This design comes from an exercise in tuning for small area on the open sky130 flow, not from production work. In this exercise RTL edits were held to simulation tests only and were not proved equivalent to the original. The flow treats the clock pin as an ideal source, which a real chip does not have. Power is estimated from default activity; no workload was simulated.

$ cat design.v
module froge_core (
    input  logic       clk,
    input  logic       rst,           
    input  logic       frame,         
    input  logic [7:0] keycode,
    output logic [9:0] frog_x,
    output logic [9:0] frog_y,
    output logic [2:0] frog_dir,
    output logic       unpaused,
    output logic [7:0] lives,
    output logic [4:0] pads,
    output logic       dead,
    output logic       win,
    output logic [7:0] log_x
);
    logic [9:0] fx;           
    logic [5:0] fy;           
    logic       mxp, mxn;     
    logic       mlp, mln;     
    logic       myu, myd;     
    wire        cidle;        
    logic [3:0] cnt;          
    logic [2:0] dir;
    assign cidle = ~dir[2];
    logic       unp, mres, lk0;
    logic       rl, ll;       
    logic [4:0] padr;
    logic [2:0] dc;           
    logic       hit;          
    logic       srow, brow, vrow;    
    logic [2:0] grow;                
    logic [6:0] wrw;                 
    wire r6  = fy == 6'd6,  r9  = fy == 6'd9,  r12 = fy == 6'd12, r15 = fy == 6'd15;
    wire r18 = fy == 6'd18, r21 = fy == 6'd21, r33 = fy == 6'd33, r36 = fy == 6'd36;
    wire r39 = fy == 6'd39, r42 = fy == 6'd42, r45 = fy == 6'd45, r48 = fy == 6'd48;
    wire r51 = fy == 6'd51;
    assign srow = r6 | r12 | r21;
    assign brow = r9 | r15 | r18;
    assign vrow = r33 | r36 | r39 | r42 | r45 | r48 | r51;
    assign grow = r48 ? 3'd1 : r39 ? 3'd2 : r51 ? 3'd3 : r33 ? 3'd4 : r42 ? 3'd5 : 3'd0;
    logic [9:0] zlim;                
    assign zlim = srow ? 10'd637 : brow ? 10'd655 : (r36 | r45) ? 10'd648 : r48 ? 10'd678 :
                  r39 ? 10'd626 : r51 ? 10'd633 : r33 ? 10'd634 : r42 ? 10'd632 : 10'd0;
    assign wrw  = srow ? 7'd47 : brow ? 7'd94 : (r36 | r45) ? 7'd31 : r48 ? 7'd53 :
                  r39 ? 7'd35 : (r51 | r33) ? 7'd31 : r42 ? 7'd53 : 7'd0;
    logic [2:0] jj;
    logic [9:0] roff;
    always_comb begin
        roff = 10'd0;
        case ({fy, jj})
            {6'd6, 3'd0}:  roff = 10'd541;  {6'd6, 3'd1}:  roff = 10'd589;
            {6'd6, 3'd2}:  roff = 10'd637;    {6'd6, 3'd3}:  roff = 10'd38;
            {6'd6, 3'd4}:  roff = 10'd134;  {6'd6, 3'd5}:  roff = 10'd182;
            {6'd6, 3'd6}:  roff = 10'd230;  {6'd6, 3'd7}:  roff = 10'd374;
            {6'd12, 3'd0}: roff = 10'd541;  {6'd12, 3'd1}: roff = 10'd637;
            {6'd12, 3'd2}: roff = 10'd685;   {6'd12, 3'd3}: roff = 10'd38;
            {6'd12, 3'd4}: roff = 10'd86;  {6'd12, 3'd5}: roff = 10'd182;
            {6'd12, 3'd6}: roff = 10'd230;  {6'd12, 3'd7}: roff = 10'd374;
            {6'd21, 3'd0}: roff = 10'd685;   {6'd21, 3'd1}: roff = 10'd38;
            {6'd21, 3'd2}: roff = 10'd134;  {6'd21, 3'd3}: roff = 10'd182;
            {6'd21, 3'd4}: roff = 10'd278;  {6'd21, 3'd5}: roff = 10'd326;
            {6'd21, 3'd6}: roff = 10'd374;  {6'd21, 3'd7}: roff = 10'd422;
            {6'd9, 3'd0}:  roff = 10'd655;   {6'd9, 3'd1}:  roff = 10'd70;
            {6'd9, 3'd2}:  roff = 10'd262;  {6'd9, 3'd3}:  roff = 10'd262;
            {6'd15, 3'd0}: roff = 10'd70;  {6'd15, 3'd1}: roff = 10'd358;
            {6'd15, 3'd2}: roff = 10'd454;  {6'd15, 3'd3}: roff = 10'd454;
            {6'd18, 3'd0}: roff = 10'd22;   {6'd18, 3'd1}: roff = 10'd118;
            {6'd18, 3'd2}: roff = 10'd406;  {6'd18, 3'd3}: roff = 10'd406;
            {6'd36, 3'd0}: roff = 10'd648;   {6'd36, 3'd1}: roff = 10'd207;
            {6'd36, 3'd2}: roff = 10'd317;  {6'd36, 3'd3}: roff = 10'd437;
            {6'd45, 3'd0}: roff = 10'd678;   {6'd45, 3'd1}: roff = 10'd237;
            {6'd45, 3'd2}: roff = 10'd347;  {6'd45, 3'd3}: roff = 10'd445;
            {6'd48, 3'd0}: roff = 10'd678;   {6'd48, 3'd1}: roff = 10'd90;
            {6'd48, 3'd2}: roff = 10'd210;  {6'd48, 3'd3}: roff = 10'd330;
            {6'd39, 3'd0}: roff = 10'd94;  {6'd39, 3'd1}: roff = 10'd626;
            {6'd39, 3'd2}: roff = 10'd382;  {6'd39, 3'd3}: roff = 10'd238;
            {6'd51, 3'd0}: roff = 10'd310;  {6'd51, 3'd1}: roff = 10'd633;
            {6'd51, 3'd2}: roff = 10'd142;  {6'd51, 3'd3}: roff = 10'd142;
            {6'd33, 3'd0}: roff = 10'd634;  {6'd33, 3'd1}: roff = 10'd302;
            {6'd33, 3'd2}: roff = 10'd54;  {6'd33, 3'd3}: roff = 10'd54;
            {6'd42, 3'd0}: roff = 10'd632;   {6'd42, 3'd1}: roff = 10'd56;
            {6'd42, 3'd2}: roff = 10'd176;  {6'd42, 3'd3}: roff = 10'd296;
            default: ;
        endcase
    end
    logic [9:0] s;                   
    logic [5:0][9:0] ring;
    logic [2:0] ph;
    logic [2:0] rv;                  
    logic       adv, resf;
    wire  [9:0] tail = ring[5];
    logic [9:0] rinit;
    always_comb
        case (ph)
            3'd0: rinit = 10'd16;
            3'd1: rinit = 10'd36;
            3'd2: rinit = 10'd32;
            3'd3: rinit = 10'd88;
            3'd4: rinit = 10'd124;
            default: rinit = 10'd49;
        endcase
    wire        zero = rst | resf | mres;
    logic [9:0]  aa, ca, ma;
    logic [10:0] t;
    logic [11:0] t2;
    logic [9:0]  uk;
    always_comb begin
        if (rv == 3'd1) begin
            aa = tail;
            case (ph)
                3'd0: begin ca = 10'd1;   ma = 10'd681; end
                3'd1: begin ca = 10'd2;   ma = 10'd708; end
                3'd2: begin ca = 10'd2;   ma = 10'd676; end
                3'd3: begin ca = 10'd670; ma = 10'd671; end
                3'd4: begin ca = 10'd670; ma = 10'd672; end
                default: begin ca = 10'd695; ma = 10'd696; end
            endcase
        end else if (rv == 3'd0) begin
            aa = s; ca = 10'd694; ma = 10'd695;
        end else begin
            aa = srow ? s : tail;
            ca = roff;
            if (srow) ma = 10'd695;
            else case (grow)
                3'd0: ma = 10'd681;
                3'd1: ma = 10'd708;
                3'd2: ma = 10'd676;
                3'd3: ma = 10'd671;
                3'd4: ma = 10'd672;
                default: ma = 10'd696;
            endcase
        end
        t  = {1'b0, aa} + {1'b0, ca};
        t2 = {1'b0, t} - {2'b0, ma};
        uk = t2[11] ? t[9:0] : t2[9:0];
    end
    assign jj = srow ? {rv[0], ph[1:0]} : {1'b0, rv[1:0]};
    logic [11:0] e;
    logic        hitk, scan;
    always_comb begin
        e    = {2'b0, fx} - {2'b0, uk};
        hitk = !e[11] && (e[10:0] <= {4'b0, wrw}) && (uk < zlim);
        scan = srow ? (rv[2:1] == 2'b01 && !ph[2])
                    : ((brow | vrow) && (rv[2:1] == 2'b01 || rv[2:1] == 2'b10) && ph == grow);
    end
    always_ff @(posedge clk) begin
        ph <= (rst || ph >= 3'd5) ? 3'd0 : ph + 3'd1;
        for (int i = 5; i > 0; i--) ring[i] <= ring[i-1];
        if (zero)                   ring[0] <= rinit;
        else if (adv && rv == 3'd1) ring[0] <= uk;
        else                        ring[0] <= tail;
        if (rst | mres)             s <= 10'd144;
        else if (adv && rv == 3'd0 && ph == 3'd5) s <= uk;
        if (rst | frame)            rv <= 3'd0;
        else if (ph == 3'd5 && rv != 3'd7) rv <= rv + 3'd1;
        if (rst)                    begin resf <= 1'b1; adv <= 1'b0; end
        else if (frame)             begin resf <= 1'b0; adv <= unp & ~mres; end
        if (rv[2:1] == 2'b00)       hit <= 1'b0;
        else if (scan && hitk)      hit <= 1'b1;
    end
    logic [9:0] xm;
    assign xm = (mxp ? 10'd24 : mxn ? 10'h3E8 : 10'd0) + (mlp ? 10'd1 : mln ? 10'h3FF : 10'd0);
    wire k0   = lk0;
    wire kp   = k0 && keycode == 8'h29;
    wire kr   = k0 && keycode == 8'h15;
    wire kR   = k0 && keycode == 8'h07 && unp;
    wire kL   = k0 && keycode == 8'h04 && unp;
    wire kD   = k0 && keycode == 8'h16 && unp;
    wire kU   = k0 && keycode == 8'h1A && unp;
    wire p1 = fx >= 10'd63  && fx <= 10'd90;
    wire p2 = fx >= 10'd178 && fx <= 10'd205;
    wire p3 = fx >= 10'd295 && fx <= 10'd323;
    wire p4 = fx >= 10'd411 && fx <= 10'd439;
    wire p5 = fx >= 10'd527 && fx <= 10'd555;
    wire padblk = (fx <= 10'd526) && !(p1 | p2 | p3 | p4);
    always_ff @(posedge clk) begin
        if (rst) begin
            mxp <= 1'b0; mxn <= 1'b0; mlp <= 1'b0; mln <= 1'b0; myu <= 1'b0; myd <= 1'b0;
            fy <= 6'd54; fx <= 10'd320; cnt <= 4'd0; dir <= 3'd0;
            unp <= 1'b0; mres <= 1'b0; lk0 <= 1'b1;
        end else if (frame) begin
            if (dead || win || mres) begin
                mxp <= 1'b0; mxn <= 1'b0; mlp <= 1'b0; mln <= 1'b0; myu <= 1'b0; myd <= 1'b0;
                fy <= 6'd54; fx <= 10'd320; dir <= 3'd0; mres <= 1'b0;
            end else begin
                lk0 <= (keycode == 8'h00);
                if (!cidle && cnt != 4'd0) cnt <= cnt - 4'd1;
                if (!cidle && cnt == 4'd0) dir <= dir ^ 3'b100;
                if (kp) unp <= ~unp;
                else if (kr) mres <= 1'b1;
                else if (kR) begin
                    cnt <= 4'd15; dir <= 3'd5;
                    if (fx >= 10'd615) begin mxp <= 1'b0; mlp <= 1'b0; mln <= 1'b0; end
                    else begin mxp <= 1'b1; mlp <= rl; mln <= ll; end
                    mxn <= 1'b0; myu <= 1'b0; myd <= 1'b0;
                end else if (kL) begin
                    cnt <= 4'd15; dir <= 3'd7;
                    if (fx < 10'd24 || fx >= 10'd663) begin mxn <= 1'b0; mlp <= 1'b0; mln <= 1'b0; end
                    else begin mxn <= 1'b1; mlp <= rl; mln <= ll; end
                    mxp <= 1'b0; myu <= 1'b0; myd <= 1'b0;
                end else if (kD) begin
                    cnt <= 4'd15; dir <= 3'd6;
                    myd <= (fy != 6'd57); myu <= 1'b0;
                    mxp <= 1'b0; mxn <= 1'b0; mlp <= 1'b0; mln <= 1'b0;
                end else if (kU) begin
                    cnt <= 4'd15; dir <= 3'd4;
                    myu <= !(fy == 6'd0 || (fy == 6'd6 && padblk)); myd <= 1'b0;
                    mxp <= 1'b0; mxn <= 1'b0; mlp <= 1'b0; mln <= 1'b0;
                end else if (!unp) begin
                    mxp <= 1'b0; mxn <= 1'b0; mlp <= 1'b0; mln <= 1'b0; myu <= 1'b0; myd <= 1'b0;
                end else begin
                    mxp <= 1'b0; mxn <= 1'b0; mlp <= rl; mln <= ll; myu <= 1'b0; myd <= 1'b0;
                end
                fx <= fx + xm;
                fy <= myd ? fy + 6'd3 : myu ? fy - 6'd3 : fy;
            end
        end
    end
    always_ff @(posedge clk) begin
        if (rst) begin
            dead <= 1'b0; win <= 1'b0; ll <= 1'b0; rl <= 1'b0; padr <= 5'd0; dc <= 3'd5;
        end else if (mres) begin
            padr <= 5'd0; dc <= 3'd5;
        end else if (frame && unp) begin
            if (dc == 3'd0) begin
                padr <= 5'd0; dc <= 3'd5;
            end else if (hit && vrow) begin
                dead <= 1'b1; rl <= 1'b0; ll <= 1'b0; win <= 1'b0; dc <= dc - 3'd1;
            end else if (hit && srow) begin
                dead <= 1'b0; rl <= 1'b0; ll <= 1'b1; win <= 1'b0;
            end else if (hit && brow) begin
                dead <= 1'b0; rl <= 1'b1; ll <= 1'b0; win <= 1'b0;
            end else if (fy >= 6'd24) begin
                dead <= 1'b0; rl <= 1'b0; ll <= 1'b0; win <= 1'b0;
            end else if (fy < 6'd6) begin
                if (p1 | p2 | p3 | p4 | p5) begin
                    dead <= 1'b0; rl <= 1'b0; ll <= 1'b0; win <= 1'b1;
                    padr <= padr | {p5, p4, p3, p2, p1};
                end
            end else begin
                dead <= 1'b1; rl <= 1'b0; ll <= 1'b0; win <= 1'b0; dc <= dc - 3'd1;
            end
        end
    end
    assign frog_x   = fx;
    assign frog_y   = {1'b0, fy, 3'b000};
    assign frog_dir = dir;
    assign unpaused = unp;
    assign lives    = {5'b0, dc};
    assign pads     = padr;
    assign log_x    = s[7:0] - 8'd48;
endmodule
$ cat flow/run.sh
#!/bin/bash
# Layout flow: the standard synthesis; then the combinational logic is
# re-mapped for area by ABC with four random seeds in parallel (flip-flops and
# their names untouched), each result proven equal to the standard netlist with
# yosys equiv, and the smallest proven one kept; then the standard layout
# with single-drive port buffers and a clock tree of small buffers.
set -uo pipefail
export RESDIR=$PWD/orfs/results/sky130hd/froge_core/base
export BUFFER_PORTS_ARGS="-buffer_cell sky130_fd_sc_hd__buf_1"
export CTS_ARGS="-repair_clock_nets -dont_use_dummy_load -buf_list sky130_fd_sc_hd__clkbuf_4"
bash standard.sh synth > synth.log 2>&1 || exit 1
cp "$RESDIR/1_2_yosys.v" "$RESDIR/1_2_yosys_std.v"
for S in 1 2 3 4; do
  mkdir -p resyn$S
  sed "s/SEED/$S/" flow/resyn.abc > resyn$S/resyn.abc
  RESYN_OUT=$PWD/resyn$S yosys -c flow/resyn.tcl > resyn$S/resyn.log 2>&1 &
done
wait
best=""; bestarea=""
for S in 1 2 3 4; do
  if [ -f resyn$S/1_2_yosys_new.v ] && RESYN_OUT=$PWD/resyn$S yosys -c flow/equiv.tcl > resyn$S/equiv.log 2>&1; then
    a=$(awk '/Chip area/ {print $NF}' resyn$S/stat.txt | tail -1)
    if [ -z "$best" ] || awk -v a="$a" -v b="$bestarea" 'BEGIN{exit !(a < b)}'; then best=$S; bestarea=$a; fi
  fi
done
if [ -n "$best" ]; then
  cp resyn$best/1_2_yosys_new.v "$RESDIR/1_2_yosys.v"
  rm -f "$RESDIR/1_synth.odb" "$RESDIR/1_synth.sdc"
  echo "re-mapped netlist of seed $best in use, area $bestarea" > resyn.log
else
  echo "no re-mapped netlist proven; standard netlist in use" > resyn.log
fi
bash standard.sh > standard.log 2>&1
$ cat flow/equiv.tcl
# Prove the re-mapped netlist equal to the standard synthesis, flip-flop by flip-flop.
yosys -import
set lib $::env(FLOW_HOME)/platforms/sky130hd/lib/sky130_fd_sc_hd__tt_025C_1v80.lib
read_liberty -ignore_miss_func -ignore_miss_dir $lib
read_verilog $::env(RESDIR)/1_2_yosys_std.v
yosys rename froge_core gold
read_verilog $::env(RESYN_OUT)/1_2_yosys_new.v
yosys rename froge_core gate
flatten gold gate
yosys rename -hide w:_*
opt_clean -purge
equiv_make gold gate equiv
hierarchy -top equiv
equiv_simple
equiv_status -assert
$ cat flow/resyn.abc
strash
&get -n
&deepsyn -T 60 -S SEED
&put
dch -f
amap
mfs2
amap
topo
$ cat flow/resyn.tcl
# Re-map the combinational logic of the standard synthesis for area; the
# flip-flops (kept as black boxes) and their names are left as they are.
yosys -import
set lib $::env(FLOW_HOME)/platforms/sky130hd/lib/sky130_fd_sc_hd__tt_025C_1v80.lib
set out $::env(RESYN_OUT)
read_liberty -ignore_miss_func -ignore_miss_dir $lib
read_verilog $::env(RESDIR)/1_2_yosys_std.v
hierarchy -top froge_core
blackbox sky130_fd_sc_hd__dfxtp_1
flatten
hierarchy -top froge_core
opt_clean -purge
abc -liberty $lib -dont_use sky130_fd_sc_hd__lpflow_bleeder_1 -dont_use sky130_fd_sc_hd__lpflow_clkbufkapwr_1 -dont_use sky130_fd_sc_hd__lpflow_clkbufkapwr_16 -dont_use sky130_fd_sc_hd__lpflow_clkbufkapwr_2 -dont_use sky130_fd_sc_hd__lpflow_clkbufkapwr_4 -dont_use sky130_fd_sc_hd__lpflow_clkbufkapwr_8 -dont_use sky130_fd_sc_hd__lpflow_clkinvkapwr_1 -dont_use sky130_fd_sc_hd__lpflow_clkinvkapwr_16 -dont_use sky130_fd_sc_hd__lpflow_clkinvkapwr_2 -dont_use sky130_fd_sc_hd__lpflow_clkinvkapwr_4 -dont_use sky130_fd_sc_hd__lpflow_clkinvkapwr_8 -dont_use sky130_fd_sc_hd__lpflow_decapkapwr_12 -dont_use sky130_fd_sc_hd__lpflow_decapkapwr_3 -dont_use sky130_fd_sc_hd__lpflow_decapkapwr_4 -dont_use sky130_fd_sc_hd__lpflow_decapkapwr_6 -dont_use sky130_fd_sc_hd__lpflow_decapkapwr_8 -dont_use sky130_fd_sc_hd__lpflow_inputiso0n_1 -dont_use sky130_fd_sc_hd__lpflow_inputiso0p_1 -dont_use sky130_fd_sc_hd__lpflow_inputiso1n_1 -dont_use sky130_fd_sc_hd__lpflow_inputiso1p_1 -dont_use sky130_fd_sc_hd__lpflow_inputisolatch_1 -dont_use sky130_fd_sc_hd__lpflow_isobufsrc_1 -dont_use sky130_fd_sc_hd__lpflow_isobufsrc_16 -dont_use sky130_fd_sc_hd__lpflow_isobufsrc_2 -dont_use sky130_fd_sc_hd__lpflow_isobufsrc_4 -dont_use sky130_fd_sc_hd__lpflow_isobufsrc_8 -dont_use sky130_fd_sc_hd__lpflow_isobufsrckapwr_16 -dont_use sky130_fd_sc_hd__lpflow_lsbuf_lh_hl_isowell_tap_1 -dont_use sky130_fd_sc_hd__lpflow_lsbuf_lh_hl_isowell_tap_2 -dont_use sky130_fd_sc_hd__lpflow_lsbuf_lh_hl_isowell_tap_4 -dont_use sky130_fd_sc_hd__lpflow_lsbuf_lh_isowell_4 -dont_use sky130_fd_sc_hd__lpflow_lsbuf_lh_isowell_tap_1 -dont_use sky130_fd_sc_hd__lpflow_lsbuf_lh_isowell_tap_2 -dont_use sky130_fd_sc_hd__lpflow_lsbuf_lh_isowell_tap_4 -dont_use sky130_fd_sc_hd__probe_p_8 -dont_use sky130_fd_sc_hd__probec_p_8  -script $out/resyn.abc
opt_clean -purge
hilomap -singleton -hicell sky130_fd_sc_hd__conb_1 HI -locell sky130_fd_sc_hd__conb_1 LO
insbuf -buf sky130_fd_sc_hd__buf_1 A X
opt_clean -purge
tee -o $out/stat.txt stat -liberty $lib
write_verilog -noattr -nohex -nodec $out/1_2_yosys_new.v
$ cat standard.sh
#!/bin/bash
# synth_recipe.tcl (not shown) runs the flow's synth.tcl, then flattens the netlist and writes it again
# the make line also repeats each setting of config.mk as NAME=value (left out here)
make -C /OpenROAD-flow-scripts/flow DESIGN_CONFIG=/design/flow/config.mk WORK_HOME=/design/flow/orfs CLKGATE_MAP_FILE= SYNTH_SCRIPT=/design/flow/synth_recipe.tcl "${@:-finish}"
$ cat config.mk
export PLATFORM = sky130hd
export DESIGN_NAME = froge_core
export DESIGN_NICKNAME = froge_core
export VERILOG_FILES = /design/flow/design.v
export SDC_FILE = /design/flow/constraint.sdc
export NUM_CORES = 4
export LEC_CHECK = 0
export ABC_AREA = 1
export CAP_MARGIN = 20
export CORE_MARGIN = 2
export CORE_UTILIZATION = 65
export SLEW_MARGIN = 20
$ cat constraint.sdc
create_clock -name core_clock -period 20.0 [get_ports {clk}]
set_input_delay 4.0000 -clock core_clock [delete_from_list [all_inputs] [get_ports {clk}]]
set_output_delay 4.0000 -clock core_clock [all_outputs]
set_load 0.01 [all_outputs]
==> summary.md, run 1 <==
| Metric | Value |
|---|---|
| Outcome | `finished clean` |
| Longest Clk Path Bufs | `2` |
| Row count | `35` |
| Final period util | `0.538` |
| Vias/cell | `6.49` |
| Finished Layout Cells | `1066` |
| CP startpoint kind | `flip-flop` |
| R2R cell count | `54` |
| MaxCap Viol Count | `0` |
| Critical path data arrival time | `11130 ps` |
| Largest net degree at the start of global routing | `17` |
| CP max-delay cell | `o21ai_0` |
| CP required | `20370 ps` |
| Worst Tran Pin Value | `941 ps` |
| P_sw | `0.115 mW` |
| CP max FO | `12` |
| Layout cells sized above 1 | `0.0213` |
| Final Wtd Congestion | `1.05` |
| Comb pwr share | `0.112` |
| WL final | `19700 um` |
| DRC | `0` |
| Clock Sinks | `123` |
| Setup ws final | `9240 ps` |
| Io pins | `58` |
| Hold crit path type | `flip-flop to flip-flop` |
| CTS clock-pin slew for the worst setup and hold paths | `100 ps` |
| Vias | `6919` |
| ANT cells | `0` |
| Setup Slack @ Placement | `9740 ps` |
| Syn_area_per_cell | `6.91 um^2` |
| Placed wire-length estimate | `14600 um` |
| Worst clock skew | `39.4 ps` |
| GRT Overall Usage | `0.385` |
| P_int | `0.310 mW` |
| Max incr delay on CP | `740 ps` |
| Routed len/inst | `18.4 um` |
| CORE AREA | `9280 um^2` |
| Sequential cell fraction of total power | `0.618` |
| Clock power share | `0.271` |
| CTS Hold Buffers Added | `0` |
| Critical path buffers and inverters | `3` |
| Synth warn | `1` |
| Switching share of power | `0.270` |
| P_leak | `2.29 nW` |
| Core Util, Final | `0.711` |
| Total power | `0.425 mW` |
| Routed Antenna Nets | `0` |
| Setup tns final | `0 ps` |
| Area growth syn-to-layout | `5.97%` |
| Synth Cell Area | `6230 um^2` |
| Crit path kind | `flip-flop to flip-flop` |
| Total grt overflow | `0` |
| CTS Buf Count | `17` |
| Hold path start | `ring[20]` |
| First-pass GRT wire length | `30800 um` |
| Endpoint class of the critical path | `flip-flop` |
| Final Slew Violations | `0` |
| Fmax | `92.9 MHz` |
| Cells after Synth | `901` |
| Min-Delay Endpoint | `ring[30]` |
| Relative slew margins | `0.366` |
| Pwr Density | `64.5 nW/um^2` |
| First-pass detailed-route iteration total | `6` |
| Post-CTS Setup Repair Bufs | `0` |
| VDD IR max | `59.8 uV` |
| Skew-Pair Late Insertion Delay | `530 ps` |
| Die Width | `102 um` |
| Worst r2r src | `fy[0]` |
| Starting Density | `0.671` |
| Hold Vio Cnt, Final | `0` |
| CP most frequent cell | `nor2_1` |
| Placed cell count | `1049` |
| Worst path depth | `54` |
| Hold Path Stages | `0` |
| Die Ht | `102 um` |
| Initial antenna violation count | `0` |
| Final-stage net count | `950` |
| Post-layout min period | `10760 ps` |
| Vias in the first global route | `6233` |
| R2R Setup Slk | `9240 ps` |
| Buffers on Ports | `48` |
| DR iter-0 viols | `804` |
| TritonCTS clock tree | `yes` |
| Setup violators final | `0` |
| Cts repair resizes | `0` |
| Reg-to-Reg End | `hit` |
| Die area | `10400 um^2` |
| RSZ-0062 raised after global routing | `false` |
| Clk root buf | `clkbuf_4` |
| Crit path max-delay family | `compound AO/OA/AOI/OAI gates` |
| # H-tree levels | `4` |
-- cell usage in the layout, fill, tap and decap left out, types with 12 or more instances in the layout --
master	n
o21a_1	12
clkinv_1	123
o21ai_0	89
o22ai_1	38
nor3_1	28
nand2_1	77
buf_1	48
dfxtp_1	123
a21oi_1	57
nand3_1	13
nor2_1	177
clkbuf_4	17
-- worst max-delay path by stage --
stage | endpoint | from | slack (ps)
floorplan | hit | fy[0] | 11830
global placement | hit | fy[0] | 10060
detailed placement | hit | fy[0] | 9740
CTS | hit | fy[0] | 9740
global route | hit | fy[0] | 8270
finish | hit | fy[0] | 9240
-- routing by layer --
metal,share of wire,GRT usage
met5,0,0
met4,0.049,0.210
met3,0.10,0.0821
met2,0.46,0.627
met1,0.39,0.477
-- sequential cells by signal (all words and copies together) (netlist names), 3 cells and up --
signal / flops
padr: 5
dc: 3
ring: 60
ph: 3
cnt: 4
s: 10
fy: 6
dir: 3
fx: 10
rv: 3
-- per-stage QoR --
stage | hold slack, ps | instance area [um^2]
floorplan | 310 | 6260
global placement | 310 | 6470
detailed placement | 312 | 6470
CTS | 307 | 6600
global route | 314 | 6600
finish | 306 | 6600
-- power by group through the flow --
stage	Clock [mW]	Combinational, mW	Sequential (mW)
final	0.115	0.0475	0.263
after global routing	0.124	0.0515	0.264
after CTS	0.116	0.0451	0.263
after detailed placement	0	0.0448	0.268
after global placement	0	0.0432	0.267
after floorplan	0	0.0338	0.266
-- final cells by class --
cell class	count	area (um^2)
Clock buffer	17	128
Fill cell	773	2690
Inverter	123	462
Multi-Input combinational cell	623	3180
Sequential cell	123	2460
Tap cell	129	161
Timing Repair Buffer	51	203
==> inputs of run 2 (changes only) <==
--- a/flow/run.sh
+++ b/flow/run.sh
@@ -7,7 +7,7 @@
 set -uo pipefail
 export RESDIR=$PWD/orfs/results/sky130hd/froge_core/base
 export BUFFER_PORTS_ARGS="-buffer_cell sky130_fd_sc_hd__buf_1"
-export CTS_ARGS="-repair_clock_nets -dont_use_dummy_load -buf_list sky130_fd_sc_hd__clkbuf_4"
+export CTS_ARGS="-sink_clustering_enable -repair_clock_nets -dont_use_dummy_load -buf_list sky130_fd_sc_hd__clkbuf_4 -sink_clustering_size 8 -sink_clustering_max_diameter 30"
 bash standard.sh synth > synth.log 2>&1 || exit 1
 cp "$RESDIR/1_2_yosys.v" "$RESDIR/1_2_yosys_std.v"
 for S in 1 2 3 4; do
==> run 2 against run 1 <==
Largest power group unchanged. Register-to-register slack worse by 200 ps. Global-route usage is 1.8 points lower. Critical endpoint unchanged. Worst hold slack worse by 7.9 ps. Core utilization is 0.13 points higher. Clock power hardly changed. Via count is 2.9% lower. Clock-buffer cell count stayed put. Wire length is 5.3% lower. Critical path type unchanged. Critical path depth is 3 higher. Worst setup slack worse by 200 ps.
==> summary.md, run 2 <==
| Metric | Value |
|---|---|
| Most common cell after layout, fill and taps aside | `nor2_1` |
| VDD IR max | `41.9 uV (-30%)` |
| RSZ-0062 raised after global routing | `false` |
| Row count | `35 (unchanged)` |
| Worst clock skew | `49.6 ps (+10.2 ps)` |
| Synth Cell Area | `6250 um^2 (+0.32%)` |
| R2R cell count | `57 (+5.6%)` |
| Initial antenna violation count | `0 (unchanged)` |
| # H-tree levels | `4 (unchanged)` |
| Last element of the critical path | `hit` |
| Setup crit start | `fy[2]` |
| Crit path kind | `flip-flop to flip-flop` |
| Largest regs | `ring x60, fx x10, s x10` |
| CP startpoint kind | `flip-flop` |
| Vias/cell | `6.36 (-2.0%)` |
| Reg-to-Reg End | `hit` |
| CP max FO | `9 (-3)` |
| Outcome | `finished clean` |
| Final period util | `0.548 (+0.0100)` |
| CTS Buf Count | `17 (unchanged)` |
| CTS Hold Buffers Added | `0 (unchanged)` |
| Endpoint class of the critical path | `flip-flop` |
| Pwr Density | `60.6 nW/um^2 (-6.0%)` |
| Post-layout min period | `10970 ps (+201 ps)` |
| Max incr delay on CP | `580 ps (-160 ps)` |
| Largest net degree at the start of global routing | `18 (+1)` |
| Crit path max-delay family | `compound AO/OA/AOI/OAI gates` |
| Io pins | `58 (unchanged)` |
| Die area | `10400 um^2 (+0.30%)` |
| Vias in the first global route | `6224 (-0.14%)` |
| Hold crit path type | `flip-flop to flip-flop` |
| Layout cells sized above 1 | `0.0205 (-0.000871)` |
| Final-stage net count | `941 (-0.95%)` |
| First-pass GRT wire length | `29600 um (-4.1%)` |
| Synth warn | `1 (unchanged)` |
| Die Ht | `102 um (+0.15%)` |
| Placed wire-length estimate | `14200 um (-3.2%)` |
| Largest Register | `ring` |
| Worst path depth | `57 (+5.6%)` |
| Worst Tran Pin Value | `1090 ps (+146 ps)` |
| Routed Antenna Nets | `0 (unchanged)` |
| Buffers on Ports | `48 (unchanged)` |
| Worst r2r src | `fy[2]` |
| Cells after Synth | `893 (-0.89%)` |
| Total grt overflow | `0 (unchanged)` |
| Cts repair resizes | `0 (unchanged)` |
| Critical path data arrival time | `11400 ps (+270 ps)` |
| Die Width | `102 um (+0.15%)` |
| Final Slew Violations | `0 (unchanged)` |
| Clk root buf | `clkbuf_4` |
| Skew-Pair Late Insertion Delay | `540 ps (about the same)` |
| TritonCTS clock tree | `yes` |
| Setup tns final | `0 ps (unchanged)` |
| Most frequent cells in the layout | `nor2_1, clkinv_1, dfxtp_1, o21ai_0, nand2_1` |
| Post-CTS Setup Repair Bufs | `0 (unchanged)` |
| Hold Vio Cnt, Final | `0 (unchanged)` |
| CP required | `20430 ps (+60 ps)` |
| Starting Density | `0.673 (+0.00216)` |
| P_leak | `2.31 nW (+0.72%)` |
| R2R Setup Slk | `9030 ps (-200 ps)` |
| WL final | `18600 um (-5.3%)` |
| Clock Sinks | `123 (unchanged)` |
| Routed len/inst | `17.6 um (-4.4%)` |
| First-pass detailed-route iteration total | `8 (+2)` |
| ANT cells | `0 (unchanged)` |
| CP max-delay cell | `o21ai_0` |
| CORE AREA | `9280 um^2 (unchanged)` |
| Longest Clk Path Bufs | `2 (unchanged)` |
| Setup violators final | `0 (unchanged)` |
| Fmax | `91.2 MHz (-1.8%)` |
| Vias | `6720 (-2.9%)` |
| MaxCap Viol Count | `0 (unchanged)` |
| Core Util, Final | `0.712 (+0.00135)` |
| GRT Overall Usage | `0.367 (-0.0183)` |
| Area growth syn-to-layout | `5.83%` |
| DRC | `0 (unchanged)` |
| CTS clock-pin slew for the worst setup and hold paths | `110 ps (about the same)` |
| Filler Cells Inserted | `816 (+5.6%)` |
| Critical path buffers and inverters | `8 (+5)` |
| DR iter-0 viols | `593 (-26%)` |
| Syn_area_per_cell | `6.99 um^2 (+1.2%)` |
| Final Wtd Congestion | `1.01 (-4.2%)` |
| Max reg flops | `60 (unchanged)` |
| Relative slew margins | `0.273 (-0.0936)` |
| CP most frequent cell | `o21ai_0` |
==> run 2: changes by cell type in the layout (fill, tap and decap cells not counted), moves of 4 or more <==
cell / before / now
a21oi_1: 57 / 48
nand3_1: 13 / 17
nor2_1: 177 / 159
clkinv_1: 123 / 128
nor3_1: 28 / 24
o22ai_1: 38 / 43
==> run 2: worst min path at each step <==
stage	from	cells after the start	end	slack (ps)
3_3_place_gp	ring[38]	0	ring[48]	310
5_1_grt	ring[23]	0	ring[33]	300
3_5_place_dp	ring[15]	0	ring[25]	310
6_report	ring[25]	0	ring[35]	300
4_1_cts	ring[25]	0	ring[35]	310
2_1_floorplan	ring[0]	0	ring[10]	310
==> run 2: routing by layer <==
metal	GRT usage	wire, um	up-vias
met1	0.427	7010	3017
met5	0	0	-
met2	0.607	8670	455
met4	0.222	1060	0
li1	-	-	3149
met3	0.0937	1880	99
==> run 2: layout make-up <==
cell class                 instances  area (um^2)  share of cell area
clock buffer                      17          128              0.0193
tap                              129          161              0.0244
timing repair buffer              50          195              0.0295
multi-input combinational        610         3180               0.482
inverter                         128          480              0.0727
sequential                       123         2460               0.373
==> run 2: worst reg2reg max path, delay by kind of cell, from the launching register on <==
family                 cells  cell delay [ps]
buffers and inverters      8             1390
flip-flops                 1              550
AO/OA/AOI/OAI             27             5750
AND/OR/NAND/NOR           22             3220
==> run 2: report_power, final <==
part           internal (mW)  switching, mW
clock                 0.0387         0.0753
combinational        0.00760         0.0207
sequential             0.254        0.00415
total                  0.301          0.100
==> run 2: through the flow <==
stage               worst slack, ps  instances  hold slack (ps)  total power [mW]  instance area (um^2)
CTS                            9420       1057              306             0.401                  6610
global route                   7670       1057              299             0.416                  6610
detailed placement             9600       1040              312             0.291                  6480
finish                         9030       1057              298             0.401                  6610
floorplan                     11620        901              310             0.281                  6280
global placement              10200       1040              310             0.290                  6480
==> inputs of run 3 (changes only) <==
--- a/design.v
+++ b/design.v
@@ -48,38 +48,38 @@
     always_comb begin
         roff = 10'd0;
         case ({fy, jj})
-            {6'd6, 3'd0}:  roff = 10'd541;  {6'd6, 3'd1}:  roff = 10'd589;
-            {6'd6, 3'd2}:  roff = 10'd637;    {6'd6, 3'd3}:  roff = 10'd38;
-            {6'd6, 3'd4}:  roff = 10'd134;  {6'd6, 3'd5}:  roff = 10'd182;
-            {6'd6, 3'd6}:  roff = 10'd230;  {6'd6, 3'd7}:  roff = 10'd374;
-            {6'd12, 3'd0}: roff = 10'd541;  {6'd12, 3'd1}: roff = 10'd637;
-            {6'd12, 3'd2}: roff = 10'd685;   {6'd12, 3'd3}: roff = 10'd38;
-            {6'd12, 3'd4}: roff = 10'd86;  {6'd12, 3'd5}: roff = 10'd182;
-            {6'd12, 3'd6}: roff = 10'd230;  {6'd12, 3'd7}: roff = 10'd374;
-            {6'd21, 3'd0}: roff = 10'd685;   {6'd21, 3'd1}: roff = 10'd38;
-            {6'd21, 3'd2}: roff = 10'd134;  {6'd21, 3'd3}: roff = 10'd182;
+            {6'd6, 3'd0}:  roff = 10'd38;  {6'd6, 3'd1}:  roff = 10'd182;
+            {6'd6, 3'd2}:  roff = 10'd374;    {6'd6, 3'd3}:  roff = 10'd134;
+            {6'd6, 3'd4}:  roff = 10'd230;  {6'd6, 3'd5}:  roff = 10'd541;
+            {6'd6, 3'd6}:  roff = 10'd637;  {6'd6, 3'd7}:  roff = 10'd589;
+            {6'd12, 3'd0}: roff = 10'd38;  {6'd12, 3'd1}: roff = 10'd182;
+            {6'd12, 3'd2}: roff = 10'd374;   {6'd12, 3'd3}: roff = 10'd86;
+            {6'd12, 3'd4}: roff = 10'd230;  {6'd12, 3'd5}: roff = 10'd541;
+            {6'd12, 3'd6}: roff = 10'd637;  {6'd12, 3'd7}: roff = 10'd685;
+            {6'd21, 3'd0}: roff = 10'd38;   {6'd21, 3'd1}: roff = 10'd182;
+            {6'd21, 3'd2}: roff = 10'd374;  {6'd21, 3'd3}: roff = 10'd134;
             {6'd21, 3'd4}: roff = 10'd278;  {6'd21, 3'd5}: roff = 10'd326;
-            {6'd21, 3'd6}: roff = 10'd374;  {6'd21, 3'd7}: roff = 10'd422;
-            {6'd9, 3'd0}:  roff = 10'd655;   {6'd9, 3'd1}:  roff = 10'd70;
-            {6'd9, 3'd2}:  roff = 10'd262;  {6'd9, 3'd3}:  roff = 10'd262;
-            {6'd15, 3'd0}: roff = 10'd70;  {6'd15, 3'd1}: roff = 10'd358;
-            {6'd15, 3'd2}: roff = 10'd454;  {6'd15, 3'd3}: roff = 10'd454;
-            {6'd18, 3'd0}: roff = 10'd22;   {6'd18, 3'd1}: roff = 10'd118;
-            {6'd18, 3'd2}: roff = 10'd406;  {6'd18, 3'd3}: roff = 10'd406;
-            {6'd36, 3'd0}: roff = 10'd648;   {6'd36, 3'd1}: roff = 10'd207;
-            {6'd36, 3'd2}: roff = 10'd317;  {6'd36, 3'd3}: roff = 10'd437;
-            {6'd45, 3'd0}: roff = 10'd678;   {6'd45, 3'd1}: roff = 10'd237;
-            {6'd45, 3'd2}: roff = 10'd347;  {6'd45, 3'd3}: roff = 10'd445;
-            {6'd48, 3'd0}: roff = 10'd678;   {6'd48, 3'd1}: roff = 10'd90;
-            {6'd48, 3'd2}: roff = 10'd210;  {6'd48, 3'd3}: roff = 10'd330;
-            {6'd39, 3'd0}: roff = 10'd94;  {6'd39, 3'd1}: roff = 10'd626;
-            {6'd39, 3'd2}: roff = 10'd382;  {6'd39, 3'd3}: roff = 10'd238;
-            {6'd51, 3'd0}: roff = 10'd310;  {6'd51, 3'd1}: roff = 10'd633;
-            {6'd51, 3'd2}: roff = 10'd142;  {6'd51, 3'd3}: roff = 10'd142;
-            {6'd33, 3'd0}: roff = 10'd634;  {6'd33, 3'd1}: roff = 10'd302;
-            {6'd33, 3'd2}: roff = 10'd54;  {6'd33, 3'd3}: roff = 10'd54;
-            {6'd42, 3'd0}: roff = 10'd632;   {6'd42, 3'd1}: roff = 10'd56;
-            {6'd42, 3'd2}: roff = 10'd176;  {6'd42, 3'd3}: roff = 10'd296;
+            {6'd21, 3'd6}: roff = 10'd422;  {6'd21, 3'd7}: roff = 10'd685;
+            {6'd9, 3'd0}:  roff = 10'd7;   {6'd9, 3'd1}:  roff = 10'd103;
+            {6'd9, 3'd2}:  roff = 10'd295;  {6'd9, 3'd3}:  roff = 10'd295;
+            {6'd15, 3'd0}: roff = 10'd103;  {6'd15, 3'd1}: roff = 10'd391;
+            {6'd15, 3'd2}: roff = 10'd487;  {6'd15, 3'd3}: roff = 10'd487;
+            {6'd18, 3'd0}: roff = 10'd55;   {6'd18, 3'd1}: roff = 10'd151;
+            {6'd18, 3'd2}: roff = 10'd439;  {6'd18, 3'd3}: roff = 10'd439;
+            {6'd36, 3'd0}: roff = 10'd0;   {6'd36, 3'd1}: roff = 10'd240;
+            {6'd36, 3'd2}: roff = 10'd350;  {6'd36, 3'd3}: roff = 10'd470;
+            {6'd45, 3'd0}: roff = 10'd30;   {6'd45, 3'd1}: roff = 10'd270;
+            {6'd45, 3'd2}: roff = 10'd380;  {6'd45, 3'd3}: roff = 10'd478;
+            {6'd48, 3'd0}: roff = 10'd0;   {6'd48, 3'd1}: roff = 10'd120;
+            {6'd48, 3'd2}: roff = 10'd240;  {6'd48, 3'd3}: roff = 10'd360;
+            {6'd39, 3'd0}: roff = 10'd0;  {6'd39, 3'd1}: roff = 10'd144;
+            {6'd39, 3'd2}: roff = 10'd288;  {6'd39, 3'd3}: roff = 10'd432;
+            {6'd51, 3'd0}: roff = 10'd0;  {6'd51, 3'd1}: roff = 10'd180;
+            {6'd51, 3'd2}: roff = 10'd348;  {6'd51, 3'd3}: roff = 10'd348;
+            {6'd33, 3'd0}: roff = 10'd0;  {6'd33, 3'd1}: roff = 10'd92;
+            {6'd33, 3'd2}: roff = 10'd340;  {6'd33, 3'd3}: roff = 10'd340;
+            {6'd42, 3'd0}: roff = 10'd0;   {6'd42, 3'd1}: roff = 10'd120;
+            {6'd42, 3'd2}: roff = 10'd240;  {6'd42, 3'd3}: roff = 10'd360;
             default: ;
         endcase
     end
@@ -92,12 +92,12 @@
     logic [9:0] rinit;
     always_comb
         case (ph)
-            3'd0: rinit = 10'd16;
-            3'd1: rinit = 10'd36;
-            3'd2: rinit = 10'd32;
-            3'd3: rinit = 10'd88;
-            3'd4: rinit = 10'd124;
-            default: rinit = 10'd49;
+            3'd0: rinit = 10'd664;
+            3'd1: rinit = 10'd6;
+            3'd2: rinit = 10'd658;
+            3'd3: rinit = 10'd50;
+            3'd4: rinit = 10'd86;
+            default: rinit = 10'd681;
         endcase
     wire        zero = rst | resf | mres;
     logic [9:0]  aa, ca, ma;
--- a/flow/run.sh
+++ b/flow/run.sh
@@ -7,7 +7,7 @@
 set -uo pipefail
 export RESDIR=$PWD/orfs/results/sky130hd/froge_core/base
 export BUFFER_PORTS_ARGS="-buffer_cell sky130_fd_sc_hd__buf_1"
-export CTS_ARGS="-sink_clustering_enable -repair_clock_nets -dont_use_dummy_load -buf_list sky130_fd_sc_hd__clkbuf_4 -sink_clustering_size 8 -sink_clustering_max_diameter 30"
+export CTS_ARGS="-sink_clustering_enable -repair_clock_nets -dont_use_dummy_load -buf_list sky130_fd_sc_hd__clkbuf_8 -sink_clustering_size 16 -sink_clustering_max_diameter 50"
 bash standard.sh synth > synth.log 2>&1 || exit 1
 cp "$RESDIR/1_2_yosys.v" "$RESDIR/1_2_yosys_std.v"
 for S in 1 2 3 4; do
==> run 3 against run 2 <==
Clock power rose by 39%. Highest routed layer unchanged. Core utilization grew 0.41 points. First-iteration DRC count is 51% higher. Non-clock buffer count up 1. Cell area fell by 0.38%. Flip-flop and latch count unchanged. Wire length is 2.4% higher. Die area shrank 1.8%.
==> summary.md, run 3 <==
| Metric | Value |
|---|---|
| Outcome | `finished clean` |
| Buffers on Ports | `48 (unchanged)` |
| Max incr delay on CP | `530 ps (-50 ps)` |
| Longest Clk Path Bufs | `2 (unchanged)` |
| Final-stage net count | `907 (-3.6%)` |
| DRC | `0 (unchanged)` |
| DR iter-0 viols | `898 (+51%)` |
| Routed Antenna Nets | `0 (unchanged)` |
| Most common cell after layout, fill and taps aside | `nor2_1` |
| MaxCap Viol Count | `0 (unchanged)` |
| Worst clock skew | `36.3 ps (-13.3 ps)` |
| P_int | `0.355 mW (+18%)` |
| Hold Vio Cnt, Final | `0 (unchanged)` |
| Clock Sinks | `123 (unchanged)` |
| Final period util | `0.521 (-0.0277)` |
| Routed len/inst | `19.0 um (+7.7%)` |
| Setup tns final | `0 ps (unchanged)` |
| Endpoint class of the critical path | `flip-flop` |
| Synth warn | `1 (unchanged)` |
| GRT Overall Usage | `0.377 (+0.0104)` |
| Row count | `35 (unchanged)` |
| CP most frequent cell | `nor2_1` |
| TritonCTS clock tree | `yes` |
| Relative slew margins | `0.225 (-0.0480)` |
| Post-CTS Setup Repair Bufs | `0 (unchanged)` |
| Filler Cells Inserted | `761 (-6.7%)` |
| Io pins | `58 (unchanged)` |
| Post-DP Area | `6350 um^2 (-2.1%)` |
| P_sw | `0.137 mW (+37%)` |
| Skew-Pair Late Insertion Delay | `440 ps (-100 ps)` |
| Die Ht | `101 um (-0.92%)` |
| Final Slew Violations | `0 (unchanged)` |
| CORE AREA | `9200 um^2 (-0.94%)` |
| First-pass GRT wire length | `29600 um (+0.28%)` |
| Vias | `6663 (-0.85%)` |
| Setup violators final | `0 (unchanged)` |
| Cells after Synth | `858 (-3.9%)` |
| Max reg flops | `60 (unchanged)` |
| CTS clock-pin slew for the worst setup and hold paths | `80 ps (-30 ps)` |
| Comb pwr share | `0.133 (+0.062)` |
| Synth Cell Area | `6130 um^2 (-1.9%)` |
| CP max FO | `11 (+2)` |
| Largest regs | `ring x60, fx x10, s x10` |
| Final instance area | `6590 um^2 (-0.38%)` |
| Hold crit path type | `flip-flop to flip-flop` |
| Area growth syn-to-layout | `7.47%` |
| P_leak | `2.29 nW (-0.71%)` |
| Post-layout min period | `10410 ps (-555 ps)` |
| Critical path data arrival time | `10730 ps (-670 ps)` |
| Sequential cell fraction of total power | `0.546 (-0.099)` |
| Final Wtd Congestion | `1.02 (+1.3%)` |
| Total grt overflow | `0 (unchanged)` |
| Vias/cell | `6.63 (+4.3%)` |
| Worst Tran Pin Value | `1150 ps (+65.4 ps)` |
| Die area | `10200 um^2 (-1.8%)` |
| VDD IR max | `90.4 uV (+120%)` |
| Clock power share | `0.322 (+0.037)` |
| Fmax | `96.1 MHz (+5.3%)` |
| CTS Buf Count | `17 (unchanged)` |
| Initial antenna violation count | `0 (unchanged)` |
| ANT cells | `0 (unchanged)` |
| Vias in the first global route | `5984 (-3.9%)` |
| Cts repair resizes | `0 (unchanged)` |
| Largest Register | `ring` |
| WL final | `19100 um (+2.4%)` |
| First-pass detailed-route iteration total | `7 (-1)` |
| Pwr Density | `74.8 nW/um^2 (+23%)` |
| Total power | `0.493 mW (+23%)` |
| CP required | `20320 ps (-110 ps)` |
| CP max-delay cell | `nor2_1` |
| Layout cells sized above 1 | `0.0235 (+0.00302)` |
| CP startpoint kind | `flip-flop` |
| Syn_area_per_cell | `7.14 um^2 (+2.1%)` |
| Switching share of power | `0.279 (+0.0288)` |
| Most frequent cells in the layout | `nor2_1, clkinv_1, dfxtp_1, o21ai_0, nand2_1` |
| # H-tree levels | `4 (unchanged)` |
| Die Width | `101 um (-0.92%)` |
| RSZ-0062 raised after global routing | `false` |
| CTS Hold Buffers Added | `0 (unchanged)` |
| Largest net degree at the start of global routing | `17 (-1)` |
| Crit path kind | `flip-flop to flip-flop` |
| Starting Density | `0.666 (-0.00652)` |
| Placed wire-length estimate | `14300 um (+0.52%)` |
| Clk root buf | `clkbuf_8` |
==> run 3: per-stage QoR <==
step | std cells | util | setup WS, ps | hold WS, ps
floorplan | 866 | - | 11920 | 310
global placement | 988 | 0.690 | 10500 | 310
detailed placement | 988 | 0.690 | 9950 | 313
CTS | 1005 | 0.716 | 9880 | 322
global route | 1005 | 0.716 | 8670 | 320
finish | 1005 | 0.716 | 9590 | 318
==> run 3: final timing paths <==
| check | from | cells past startpoint | endpoint | slack (ps) |
|---|---|---|---|---|
| setup / recovery | fy[3] | 48 | hit | 9590 |
| hold / removal | ring[38] | 0 | ring[48] | 320 |
| setup reg to reg | fy[3] | 48 | hit | 9590 |
| hold reg to reg | ring[38] | 0 | ring[48] | 320 |
==> run 3: power by group through the flow <==
stage	combinational, mW	clock [mW]	sequential (mW)
global placement	0.0592	0	0.272
finish	0.0654	0.158	0.269
global route	0.0703	0.169	0.270
detailed placement	0.0617	0	0.274
CTS	0.0622	0.159	0.269
floorplan	0.0447	0	0.270
==> run 3: final cells by class <==
type	count	area (um^2)	area share
tap	111	139	0.0211
multi-input combinational	579	3080	0.468
clock buffer	17	234	0.0355
timing repair buffer	51	203	0.0308
sequential	123	2460	0.374
inverter	124	465	0.0707
==> run 3: worst max-delay path, delay by kind of cell (launching register included) <==
family / cells / cell delay [ps]
buffers and inverters: 7 / 1720
flip-flops: 1 / 410
AND/OR/NAND/NOR: 20 / 3140
AO/OA/AOI/OAI: 20 / 4730
XOR/XNOR: 1 / 310
==> run 3: layer usage <==
| metal | track usage | share of wire | vias to the layer above |
|---|---|---|---|
| li1 | - | - | 3037 |
| met1 | 0.500 | 0.39 | 3025 |
| met2 | 0.592 | 0.45 | 501 |
| met3 | 0.0839 | 0.12 | 100 |
| met4 | 0.161 | 0.041 | 0 |
| met5 | 0 | 0 | - |
==> inputs of run 4 (changes only) <==
--- a/flow/run.sh
+++ b/flow/run.sh
@@ -3,11 +3,13 @@
 # re-mapped for area by ABC with four random seeds in parallel (flip-flops and
 # their names untouched), each result proven equal to the standard netlist with
 # yosys equiv, and the smallest proven one kept; then the standard layout
-# with single-drive port buffers and a clock tree of small buffers.
+# with single-drive port buffers and a clock tree of small buffers, the ones
+# that drive many flip-flops made stronger after clock tree synthesis.
 set -uo pipefail
 export RESDIR=$PWD/orfs/results/sky130hd/froge_core/base
 export BUFFER_PORTS_ARGS="-buffer_cell sky130_fd_sc_hd__buf_1"
-export CTS_ARGS="-sink_clustering_enable -repair_clock_nets -dont_use_dummy_load -buf_list sky130_fd_sc_hd__clkbuf_8 -sink_clustering_size 16 -sink_clustering_max_diameter 50"
+export POST_CTS_TCL=$PWD/flow/clkfix.tcl
+export CTS_ARGS="-repair_clock_nets -dont_use_dummy_load -buf_list sky130_fd_sc_hd__clkbuf_4"
 bash standard.sh synth > synth.log 2>&1 || exit 1
 cp "$RESDIR/1_2_yosys.v" "$RESDIR/1_2_yosys_std.v"
 for S in 1 2 3 4; do
==> flow/clkfix.tcl (new file) <==
set block [ord::get_db_block]
set n_up 0
foreach inst [$block getInsts] {
  if {[[$inst getMaster] getName] ne "sky130_fd_sc_hd__clkbuf_4"} { continue }
  foreach it [$inst getITerms] {
    if {![$it isOutputSignal]} { continue }
    set net [$it getNet]
    if {$net eq "NULL" || [$net getSigType] ne "CLOCK"} { continue }
    set fanout [expr {[llength [$net getITerms]] - 1}]
    if {$fanout > 9} {
      replace_cell [$inst getName] sky130_fd_sc_hd__clkbuf_8
      incr n_up
      puts "clkfix: [$inst getName] drives $fanout sinks, now clkbuf_8"
    }
  }
}
puts "clkfix: $n_up clock buffers upsized"
if {$n_up > 0} {
  detailed_placement
  check_placement -verbose
}
--- a/config.mk
+++ b/config.mk
@@ -6,7 +6,7 @@
 export NUM_CORES = 4
 export LEC_CHECK = 0
 export ABC_AREA = 1
-export CAP_MARGIN = 20
+export CAP_MARGIN = 0
 export CORE_MARGIN = 2
 export CORE_UTILIZATION = 65
-export SLEW_MARGIN = 20
+export SLEW_MARGIN = 0
==> run 4 against run 3 <==
Still clean. Clock skew rose by 1.4 ps. Highest routed layer unchanged. Synthesized cell count did not move. Wire length fell by 1.3%. Critical path type unchanged.
==> summary.md, run 4 <==
| Metric | Value |
|---|---|
| Final instance area | `6500 um^2 (-1.3%)` |
| Placed wire-length estimate | `14300 um (unchanged)` |
| Pwr Density | `71.0 nW/um^2 (-5.2%)` |
| Outcome | `finished clean` |
| Layout cells sized above 1 | `0.0224 (-0.00112)` |
| Synth warn | `1 (unchanged)` |
| Row count | `35 (unchanged)` |
| WL final | `18800 um (-1.3%)` |
| Worst Tran Pin Value | `1250 ps (+96.2 ps)` |
| Clock Sinks | `123 (unchanged)` |
| CORE AREA | `9200 um^2 (unchanged)` |
| CP required | `20320 ps (about the same)` |
| Placed cell count | `988 (unchanged)` |
| Post-layout min period | `10540 ps (+128 ps)` |
| DRC | `0 (unchanged)` |
| CTS clock-pin slew for the worst setup and hold paths | `100 ps (+20 ps)` |
| Critical path buffers and inverters | `7 (unchanged)` |
| CP startpoint kind | `flip-flop` |
| Die Ht | `101 um (unchanged)` |
| Final Wtd Congestion | `1.02 (unchanged)` |
| Relative slew margins | `0.165 (-0.0601)` |
| Final Slew Violations | `0 (unchanged)` |
| Crit path max-delay family | `compound AO/OA/AOI/OAI gates` |
| Largest Register | `ring` |
| Final-stage net count | `907 (unchanged)` |
| Io pins | `58 (unchanged)` |
| Die Width | `101 um (unchanged)` |
| GRT Overall Usage | `0.376 (-0.000674)` |
| Syn_area_per_cell | `7.14 um^2 (unchanged)` |
| First-pass GRT wire length | `29600 um (about the same)` |
| Synth Cell Area | `6130 um^2 (unchanged)` |
| Vias in the first global route | `5956 (-0.47%)` |
| Critical path data arrival time | `10860 ps (+130 ps)` |
| Skew-Pair Late Insertion Delay | `430 ps (about the same)` |
| Max incr delay on CP | `620 ps (+90 ps)` |
| Largest regs | `ring x60, fx x10, s x10` |
| ANT cells | `0 (unchanged)` |
| Total grt overflow | `0 (unchanged)` |
| CP max FO | `11 (unchanged)` |
| Hold Vio Cnt, Final | `0 (unchanged)` |
| P_leak | `2.26 nW (-1.5%)` |
| TritonCTS clock tree | `yes` |
| Routed len/inst | `18.7 um (-1.3%)` |
| Total power | `0.461 mW (-6.4%)` |
| Finished Layout Cells | `1005 (unchanged)` |
| Routed Antenna Nets | `0 (unchanged)` |
| Setup violators final | `0 (unchanged)` |
| Max reg flops | `60 (unchanged)` |
| Core Util, Final | `0.707 (-0.00911)` |
| MaxCap Viol Count | `0 (unchanged)` |
| CP max-delay cell | `clkinv_1` |
| Worst clock skew | `37.6 ps (+1.40 ps)` |
| Most common cell after layout, fill and taps aside | `nor2_1` |
| Hold Worst Slack | `314 ps (-4.23 ps)` |
| Endpoint class of the critical path | `flip-flop` |
| Setup Slack @ Placement | `9950 ps (unchanged)` |
| CP most frequent cell | `nor2_1` |
| Die area | `10200 um^2 (unchanged)` |
| Initial antenna violation count | `0 (unchanged)` |
| Most frequent cells in the layout | `nor2_1, clkinv_1, dfxtp_1, o21ai_0, nand2_1` |
| Setup ws final | `9460 ps (-128 ps)` |
| Area growth syn-to-layout | `6.11%` |
| Final period util | `0.527 (+0.00641)` |
| Largest net degree at the start of global routing | `17 (unchanged)` |
| Hold crit path type | `flip-flop to flip-flop` |
| Fmax | `94.9 MHz (-1.2%)` |
| Buffers on Ports | `48 (unchanged)` |
| Post-DP Area | `6350 um^2 (unchanged)` |
| Starting Density | `0.666 (unchanged)` |
| Vias/cell | `6.58 (-0.83%)` |
| RSZ-0062 raised after global routing | `false` |
| Vias | `6608 (-0.83%)` |
| Setup tns final | `0 ps (unchanged)` |
| VDD IR max | `82.6 uV (-8.6%)` |
| Crit path kind | `flip-flop to flip-flop` |
| DR iter-0 viols | `880 (-2.0%)` |
| Cells after Synth | `858 (unchanged)` |
| First-pass detailed-route iteration total | `8 (+1)` |
## run 4: layout make-up
class / count / area, um^2
clock buffers: 17 / 153
multi-input cells: 579 / 3080
well taps: 111 / 139
inverters: 124 / 465
flip-flops and latches: 123 / 2460
fillers: 780 / 2700
repair buffers: 51 / 203
## run 4: worst reg2reg max path: cells and delay by family, from the launching register on
| family | cells | cell delay (ps) |
|---|---|---|
| buffers and inverters | 7 | 1840 |
| AO/OA/AOI/OAI | 20 | 4760 |
| AND/OR/NAND/NOR | 20 | 3130 |
| XOR/XNOR | 1 | 310 |
| flip-flops | 1 | 420 |
## run 4: worst paths after layout
| check | start | endpoint | slack (ps) | cells after the start |
|---|---|---|---|---|
| setup / recovery | fy[3] | hit | 9460 | 48 |
| hold / removal | ring[0] | ring[10] | 310 | 0 |
| setup reg to reg | fy[3] | hit | 9460 | 48 |
| hold reg to reg | ring[0] | ring[10] | 310 | 0 |
## run 4: routing by layer
| metal | wire length (um) | track usage | vias to the layer above | share of wire |
|---|---|---|---|---|
| met4 | 712 | 0.151 | 0 | 0.038 |
| li1 | - | - | 3047 | - |
| met5 | 0 | 0 | - | 0 |
| met3 | 2190 | 0.0888 | 84 | 0.12 |
| met2 | 8460 | 0.585 | 478 | 0.45 |
| met1 | 7460 | 0.505 | 2999 | 0.40 |
## run 4: where the power goes
group,internal [mW],switching [mW]
Clock,0.0479,0.0800
Sequential,0.261,0.00729
Combinational,0.0195,0.0456
Total,0.328,0.133
==> inputs of run 5 (changes only) <==
--- a/config.mk
+++ b/config.mk
@@ -6,7 +6,7 @@
 export NUM_CORES = 4
 export LEC_CHECK = 0
 export ABC_AREA = 1
-export CAP_MARGIN = 0
+export CAP_MARGIN = 20
 export CORE_MARGIN = 2
 export CORE_UTILIZATION = 65
-export SLEW_MARGIN = 0
+export SLEW_MARGIN = 20
==> run 5 against run 4 <==
Core utilization barely moved. Combinational power rose by 0.8%. Worst hold slack got worse by 4.8 ps.
==> summary.md, run 5 <==
| Metric | Value |
|---|---|
| Routed Antenna Nets | `0 (unchanged)` |
| R2R Setup Slk | `9570 ps (+110 ps)` |
| Placed wire-length estimate | `14300 um (unchanged)` |
| Starting Density | `0.666 (unchanged)` |
| Final instance area | `6500 um^2 (about the same)` |
| Max incr delay on CP | `530 ps (-90 ps)` |
| Synth Cell Area | `6130 um^2 (unchanged)` |
| GRT Overall Usage | `0.376 (unchanged)` |
| Setup violators final | `0 (unchanged)` |
| Final Wtd Congestion | `1.02 (unchanged)` |
| Post-layout min period | `10430 ps (-106 ps)` |
| Vias/cell | `6.54 (-0.53%)` |
| Post-DP Area | `6350 um^2 (unchanged)` |
| Worst clock skew | `38.0 ps (+0.372 ps)` |
| Outcome | `finished clean` |
| Final Slew Violations | `0 (unchanged)` |
| CTS clock-pin slew for the worst setup and hold paths | `90 ps (about the same)` |
| Clock power share | `0.277 (about the same)` |
| Final period util | `0.522 (-0.00532)` |
| CP max-delay cell | `nor2_1` |
| DRC | `0 (unchanged)` |
| Switching share of power | `0.289 (+0.000685)` |
| ANT cells | `0 (unchanged)` |
| Largest Register | `ring` |
| Die Width | `101 um (unchanged)` |
| Buffers on Ports | `48 (unchanged)` |
| Skew-Pair Late Insertion Delay | `430 ps (about the same)` |
| Syn_area_per_cell | `7.14 um^2 (unchanged)` |
| Layout cells sized above 1 | `0.0235 (+0.00112)` |
| Hold crit path type | `flip-flop to flip-flop` |
| Clock Sinks | `123 (unchanged)` |
| Hold Vio Cnt, Final | `0 (unchanged)` |
| P_leak | `2.26 nW (about the same)` |
| Die Ht | `101 um (unchanged)` |
| CP most frequent cell | `nor2_1` |
| Cells after Synth | `858 (unchanged)` |
| RSZ-0062 raised after global routing | `false` |
| MaxCap Viol Count | `0 (unchanged)` |
| Largest net degree at the start of global routing | `17 (unchanged)` |
| Comb pwr share | `0.142 (about the same)` |
| Most common cell after layout, fill and taps aside | `nor2_1` |
| Vias in the first global route | `5956 (unchanged)` |
| P_int | `0.328 mW (about the same)` |
| Fmax | `95.9 MHz (+1.0%)` |
| Pwr Density | `71.0 nW/um^2 (about the same)` |
| First-pass GRT wire length | `29600 um (unchanged)` |
| Die area | `10200 um^2 (unchanged)` |
| Vias | `6573 (-0.53%)` |
| Largest regs | `ring x60, fx x10, s x10` |
| First-pass detailed-route iteration total | `6 (-2)` |
| Endpoint class of the critical path | `flip-flop` |
| Total grt overflow | `0 (unchanged)` |
| DR iter-0 viols | `911 (+3.5%)` |
| TritonCTS clock tree | `yes` |
| Synth warn | `1 (unchanged)` |
| Row count | `35 (unchanged)` |
| Setup tns final | `0 ps (unchanged)` |
| P_sw | `0.133 mW (+0.34%)` |
| WL final | `18900 um (+0.37%)` |
| Critical path data arrival time | `10740 ps (-120 ps)` |
| CP max FO | `11 (unchanged)` |
| CORE AREA | `9200 um^2 (unchanged)` |
| Crit path kind | `flip-flop to flip-flop` |
| CP startpoint kind | `flip-flop` |
| Relative slew margins | `0.234 (+0.0693)` |
| Sequential cell fraction of total power | `0.581 (about the same)` |
| Initial antenna violation count | `0 (unchanged)` |
| Area growth syn-to-layout | `6.15% (about the same)` |
| CP required | `20310 ps (about the same)` |
| Routed len/inst | `18.8 um (+0.37%)` |
| Worst Tran Pin Value | `1140 ps (-110 ps)` |
| Io pins | `58 (unchanged)` |
| Most frequent cells in the layout | `nor2_1, clkinv_1, dfxtp_1, o21ai_0, nand2_1` |
| VDD IR max | `82.6 uV (about the same)` |
| Final-stage net count | `907 (unchanged)` |
| Max reg flops | `60 (unchanged)` |
| Filler Cells Inserted | `780 (unchanged)` |
run 5: changes by cell type in the layout (fill, tap and decap cells not counted):
cell,change
o21ai_0,-1
o21ai_1,+1
nor2_1,-1
nor2_2,+1
run 5: cell type report:
| cell class | count | area [um^2] | share of cell area |
|---|---|---|---|
| inverters | 124 | 465 | 0.0716 |
| clock buffers | 17 | 153 | 0.0235 |
| repair buffers | 51 | 203 | 0.0312 |
| multi-input cells | 579 | 3080 | 0.474 |
| flip-flops and latches | 123 | 2460 | 0.379 |
| well taps | 111 | 139 | 0.0214 |
run 5: power by group through the flow:
stage,Combinational [mW],Sequential (mW),Clock [mW]
6_report,0.0656,0.268,0.128
5_1_grt,0.0703,0.269,0.138
3_5_place_dp,0.0617,0.274,0
3_3_place_gp,0.0592,0.272,0
2_1_floorplan,0.0447,0.270,0
run 5: metal layers:
metal | up-vias | wire (um) | track usage
li1 | 3044 | - | -
met1 | 2947 | 7360 | 0.505
met2 | 493 | 8510 | 0.585
met3 | 89 | 2380 | 0.0888
met4 | 0 | 662 | 0.151
met5 | - | 0 | 0
run 5: stage by stage:
stage                util  power [mW]  cells  setup WS, ps  hold WS (ps)
finish              0.707       0.462   1005          9570           309
global route        0.707       0.478   1005          8680           318
detailed placement  0.690       0.335    988          9950           313
global placement    0.690       0.332    988         10500           310
floorplan               -       0.315    866         11920           310
run 5: worst max-delay path: cells and delay by family, from the launching register on:
| family | cells | cell delay [ps] |
|---|---|---|
| AND/OR/NAND/NOR | 20 | 3370 |
| flip-flops | 1 | 420 |
| AO/OA/AOI/OAI | 20 | 4480 |
| XOR/XNOR | 1 | 320 |
| buffers and inverters | 7 | 1740 |
run 5: final timing paths:
kind                            endpoint     start  cells past startpoint
worst max-delay path                 hit     fy[3]                     48
worst min-delay path            ring[54]  ring[44]                      0
worst max register to register       hit     fy[3]                     48
worst min register to register  ring[54]  ring[44]                      0
==> inputs of run 6 (changes only) <==
==> flow/resyn.abc (replaced) <==
strash
&get -n
&deepsyn -T 150 -S SEED
&put
dch -f
amap
mfs2
amap
topo
==> run 6 against run 5 <==
Die area shrank 0.77%. First-iteration DRC count down 14%. Via count down 0.75%. Worst setup slack worse by 850 ps. Clock power about the same. Critical path depth is 2 higher. Synthesized area down 0.80%. Highest routed layer unchanged. Core utilization about the same. Sequential share of layout area rose by 0.18 points. Fmax fell by 7.5%. Clock-buffer cell count unchanged.
==> summary.md, run 6 <==
| Metric | Value |
|---|---|
| Starting Density | `0.664 (-0.00214)` |
| Critical path data arrival time | `11650 ps (+910 ps)` |
| Row count | `35 (unchanged)` |
| GRT Overall Usage | `0.379 (+0.00254)` |
| Pwr Density | `75.3 nW/um^2 (+6.0%)` |
| Max incr delay on CP | `730 ps (+200 ps)` |
| Clock Sinks | `123 (unchanged)` |
| Routed len/inst | `18.9 um (+0.23%)` |
| Worst r2r src | `fy[2]` |
| Final Wtd Congestion | `0.958 (-6.3%)` |
| Total grt overflow | `0 (unchanged)` |
| Final Slew Violations | `0 (unchanged)` |
| Worst clock skew | `36.1 ps (-1.87 ps)` |
| Hold path start | `ring[22]` |
| First-pass GRT wire length | `29800 um (+0.51%)` |
| Hold Path Stages | `0 (unchanged)` |
| Vias in the first global route | `6045 (+1.5%)` |
| CP max FO | `12 (+1)` |
| CTS clock-pin slew for the worst setup and hold paths | `90 ps (about the same)` |
| VDD IR max | `74.1 uV (-10%)` |
| CP startpoint kind | `flip-flop` |
| Synth Cell Area | `6080 um^2 (-0.80%)` |
| Die Ht | `101 um (-0.39%)` |
| Placed wire-length estimate | `14200 um (about the same)` |
| CORE AREA | `9150 um^2 (-0.48%)` |
| First-pass detailed-route iteration total | `6 (unchanged)` |
| Largest regs | `ring x60, fx x10, s x10` |
| Setup tns final | `0 ps (unchanged)` |
| Buffers on Ports | `48 (unchanged)` |
| ANT cells | `0 (unchanged)` |
| Hold crit path type | `flip-flop to flip-flop` |
| Vias/cell | `6.54 (about the same)` |
| Die Width | `101 um (-0.39%)` |
| Setup violators final | `0 (unchanged)` |
| Final-stage net count | `900 (-0.77%)` |
| Largest net degree at the start of global routing | `17 (unchanged)` |
| Synth warn | `1 (unchanged)` |
| DRC | `0 (unchanged)` |
| Routed Antenna Nets | `0 (unchanged)` |
| Hold Vio Cnt, Final | `0 (unchanged)` |
| R2R cell count | `50 (+4.2%)` |
| Largest Register | `ring` |
| TritonCTS clock tree | `yes` |
| Total power | `0.487 mW (+5.5%)` |
| Layout cells sized above 1 | `0.0237 (+0.000185)` |
| Io pins | `58 (unchanged)` |
| Relative slew margins | `0.346 (+0.112)` |
| Cells after Synth | `850 (-0.93%)` |
| DR iter-0 viols | `782 (-14%)` |
| MaxCap Viol Count | `0 (unchanged)` |
| Setup ws final | `8720 ps (-846 ps)` |
| Max reg flops | `60 (unchanged)` |
| Vias | `6524 (-0.75%)` |
| Hold Worst Slack | `317 ps (+7.52 ps)` |
| Area growth syn-to-layout | `6.48%` |
| Syn_area_per_cell | `7.15 um^2 (+0.14%)` |
| CP required | `20370 ps (+60 ps)` |
| Skew-Pair Late Insertion Delay | `430 ps (about the same)` |
| Crit path kind | `flip-flop to flip-flop` |
| WL final | `18800 um (-0.47%)` |
| CP most frequent cell | `nor2_1` |
| P_leak | `2.22 nW (-1.7%)` |
| Most frequent cells in the layout | `nor2_1, clkinv_1, dfxtp_1, o21ai_0, nand2_1` |
| Core Util, Final | `0.707 (about the same)` |
| Final period util | `0.564 (+0.0423)` |
| Outcome | `finished clean` |
| Filler Cells Inserted | `743 (-4.7%)` |
| Setup Slack @ Placement | `9320 ps (-626 ps)` |
| Most common cell after layout, fill and taps aside | `nor2_1` |
| Setup crit start | `fy[2]` |
| Endpoint class of the critical path | `flip-flop` |
-- run 6: path summary, 6_finish.rpt --
path	to	slack (ps)
setup / recovery	hit	8720
hold / removal	ring[32]	320
setup reg to reg	hit	8720
hold reg to reg	ring[32]	320
-- run 6: area by class of cell --
cell class	instances	area, um^2	share of cell area
timing repair buffer	52	210	0.0325
sequential	123	2460	0.380
tap	111	139	0.0215
inverter	123	462	0.0713
multi-input combinational	572	3030	0.469
clock buffer	17	165	0.0255
-- run 6: critical path: cells and delay by family, from the launching register on --
kind / cells / cell delay [ps]
AOI/OAI and AO/OA: 23 / 5010
DFF: 1 / 540
buffers and inverters: 6 / 1890
and+or+nand+nor: 20 / 3430
xor gates and xnor gates: 1 / 290
-- run 6: where the power goes --
group          internal (mW)  switching [mW]
clock network         0.0519          0.0782
registers              0.261         0.00620
logic                 0.0270          0.0627
-- run 6: metal layers --
layer / vias to the layer above / wire [um] / track usage
met5: - / 0 / 0
met4: 0 / 913 / 0.203
met3: 96 / 1900 / 0.0915
met2: 465 / 8480 / 0.606
met1: 2916 / 7520 / 0.472
li1: 3047 / - / -
-- run 6: stage by stage --
| stage | instances | instance area (um^2) |
|---|---|---|
| finish | 998 | 6470 |
| floorplan | 858 | 6110 |
| global placement | 981 | 6310 |
| global route | 998 | 6470 |
| detailed placement | 981 | 6310 |

Setup slack of run 6, layout unchanged: 8.722 ns with ideal ports, 8.722 ns with driving cells assumed (clock clkbuf_16, inputs buf_2), 8.722 ns with port delays also shifted by the 0.452 ns mid clock arrival.
